From an optimization exercise on the open Yosys and OpenROAD flow, aimed at small area and a short achievable clock period; shortcuts taken in it are not production practice. The RTL was checked by simulation tests, not by an equivalence proof against the original design. Power is estimated from default activity; no workload was simulated.

== run A ==
Design mips_core, start of the top module:
module mips_core(clk, reset, iaddr, instr, dm_addr, dm_wdata, dm_we, dm_rdata);
==> flow/config.mk <==
export PLATFORM = sky130hd
export DESIGN_NAME = mips_core
export DESIGN_NICKNAME = mips_core
export VERILOG_FILES = /design/flow/design.v
export SDC_FILE = /design/flow/constraint.sdc
export NUM_CORES = 4
export LEC_CHECK = 0
export CAP_MARGIN = 20
export CORE_MARGIN = 2
export CORE_UTILIZATION = 58
export CTS_CLUSTER_DIAMETER = 80
export CTS_CLUSTER_SIZE = 24
export PLACE_DENSITY = 0.72
export SETUP_SLACK_MARGIN = 4.3
export SLEW_MARGIN = 20
export SYNTH_HIERARCHICAL = 1
==> flow/constraint.sdc <==
create_clock -name core_clock -period 13.0 [get_ports {clk}]
set_input_delay 2.6000 -clock core_clock [delete_from_list [all_inputs] [get_ports {clk}]]
set_output_delay 2.6000 -clock core_clock [all_outputs]
set_load 0.01 [all_outputs]
standard.sh (not shown) runs the stock make flow with config.mk's settings and CLKGATE_MAP_FILE= SYNTH_SCRIPT=/design/flow/synth_recipe.tcl, a recipe that flattens the netlist after the stock synthesis.
==> flow/flow/run.sh <==
#!/bin/bash
# The standard layout, with the port buffers that buffer_ports inserts made
# plain buf_2 cells (the default pick is a delay cell, clkdlybuf4s50_1,
# that the later timing repair leaves in place on the output paths).
set -euo pipefail
bash standard.sh BUFFER_PORTS_ARGS="-buffer_cell sky130_fd_sc_hd__buf_2" finish > standard.log 2>&1
Run A reached the final stage; the timing, design-rule and antenna checks on its layout passed.
Here is what was changed in the inputs of run B compared with run A.
- CORE_UTILIZATION: 58 -> 50
- PLACE_DENSITY: 0.72 -> 0.64
Results
- Run B vs run A — combinational cell fraction of total power dropped 0.3 points.
- Run B: worst path setup slack after routing higher than run A
- Delta (run B minus run A): power increased by 1.9% relative to the old numbers, post-route clock period utilization decreased by 0.61 points relative to the old numbers, floorplan die area increased by about 16% relative to the old numbers.
- Run B vs. run A: final-layout worst hold slack went up by 0.0042 ns.
- Route | run B vs run A | wire longer in run B
- Overall die height delta for run B relative to run A: about 8% higher
- Relative to run A, the routed via count divided by cell count of run B is lower by 4.7%.
- Global-route wire length before repair | run B above run A
Relative to run B, the following input files were edited for run C:
- changing SETUP_SLACK_MARGIN from 4.3 to 4.4
==> flow/flow/run.sh <==
#!/bin/bash
# The standard layout, with two changes:
# - the port buffers that buffer_ports inserts are plain buf_2 cells (the
#   default pick is a delay cell, clkdlybuf4s50_1, that the later timing
#   repair leaves in place on the output paths);
# - before floorplan, flow/downsize.tcl gives each combinational cell its
#   smallest drive strength, and the flow's repair sizes up what it needs.
set -euo pipefail
bash standard.sh BUFFER_PORTS_ARGS="-buffer_cell sky130_fd_sc_hd__buf_2" \
  PRE_FLOORPLAN_TCL="$PWD/flow/downsize.tcl" finish > standard.log 2>&1
==> flow/flow/downsize.tcl (new file) <==
# Before floorplan: give every combinational cell the smallest drive strength
# of its kind (synthesis maps each gate with a fixed load model and often
# picks a larger one); the timing repair of the flow sizes up what it needs.
set db [ord::get_db]
set smallest [dict create]
foreach lib [$db getLibs] {
  foreach m [$lib getMasters] {
    set n [$m getName]
    if {[regexp {^(sky130_fd_sc_hd__[a-z0-9]+)_[0-9]+$} $n -> base]} {
      if {[string match *lpflow* $n] || [string match *__df* $n] || [string match *__sdf* $n] || [string match *__edf* $n]} { continue }
      set a [expr {[$m getWidth] * [$m getHeight]}]
      if {![dict exists $smallest $base] || $a < [lindex [dict get $smallest $base] 0]} {
        dict set smallest $base [list $a $m]
      }
    }
  }
}
set n_swapped 0
foreach inst [[ord::get_db_block] getInsts] {
  set m [$inst getMaster]
  if {[regexp {^(sky130_fd_sc_hd__[a-z0-9]+)_[0-9]+$} [$m getName] -> base]} {
    if {![dict exists $smallest $base]} { continue }
    set s [lindex [dict get $smallest $base] 1]
    if {[$s getName] ne [$m getName]} {
      if {[$inst swapMaster $s]} { incr n_swapped }
    }
  }
}
puts "downsize: $n_swapped cells set to their smallest drive strength"
==> comparison <==
- Horizontal die dimension, run C vs run B: down slightly
- Relative to run B, number of cells on the critical path decreased by 5 in run C.
- Comparing run B and run C, the higher total power after layout was measured on run B.
- NOTE: sequential share of layout area in run C falls short of that of run B
- Run C vs. run B: total number of nets in the final design rose by about 1.5%, non-clock buffer count rose by about 20%, first-pass GRT wire length rose by 5.4%, setup-violating endpoint count in the final report stayed essentially flat, fraction of area in clock buffers and inverters fell by 0.19 points.
- Going from run B to run C, the die area was shrunk.
- Relative to run B, part of the cycle the worst path needs increased by 0.69 points in run C.
Relative to run C, the following input files were edited for run D:
- CTS_CLUSTER_SIZE no longer set, was 24
- CTS_CLUSTER_DIAMETER no longer set, was 80
- SETUP_SLACK_MARGIN now 5.0, was 4.4
- CTS_BUF_LIST now sky130_fd_sc_hd__clkbuf_4 sky130_fd_sc_hd__clkbuf_8, previously not set
==> flow/flow/run.sh <==
#!/bin/bash
# The standard layout, with the port buffers that buffer_ports inserts made
# plain buf_4 cells (the default pick is a delay cell, clkdlybuf4s50_1,
# that the later timing repair leaves in place on the output paths).
set -euo pipefail
bash standard.sh BUFFER_PORTS_ARGS="-buffer_cell sky130_fd_sc_hd__buf_4" finish > standard.log 2>&1
removed: flow/flow/downsize.tcl
==> comparison <==
Run D has completed all stages; timing, DRC and antenna checks passed.
Run C reached the final stage; the timing, design-rule and antenna checks on its layout passed.
Between run C and run D, the flow reports clock-buffer cell count increasing by more than 100%.
Between run D and run C, it is run D whose core utilization is higher, by 3.0 points.
On run D: total power is about 22% higher than what run C gave.
Delta(cell count, run D - run C) > 0
Taking run C as the reference, in run D number of resized instances in the post-cts repair step fell by 8.8%, first-pass GRT wire length ~0 delta, peak ir drop on the vdd network went down, multi-input combinational cell area moved up.
From run C to run D the numbers moved as follows: fmax rose by about 3%, sequential power stayed essentially flat, combinational fraction of design power fell by 2.0 points.

port drivers added, routing unchanged:
In the flow no input, the clock included, has a driving cell. The finished layouts below were timed again as built, in two steps.
Step 1: set_driving_cell puts a clkbuf_16 on clk and a buf_2 on each other input, an assumption about the parent block.
Step 2 times the ports against the registers' clock, not the clock port: input delays grow and output delays shrink by t, the midpoint of the rising clock arrivals with the driver on.
a / b / c = ideal ports / drivers / drivers and shift; a / b = the first two.
run	t, ns	setup WS [ns]	worst setup path at the end	clock arrival spread, ns
run A	0.736	4.219 / 4.195 / 3.634	input to register	0.057 / 0.057
run B	0.764	4.298 / 4.269 / 3.646	input to register	0.060 / 0.059
run C	0.762	4.208 / 4.187 / 3.682	input to register	0.058 / 0.058
run D	0.967	4.456 / 4.405 / 4.005	input to register	0.064 / 0.064
After both steps setup and hold are still met in every run listed. The setup slack of run B, which loses most, moves by -0.029 ns with the drivers and by -0.652 ns with both steps.
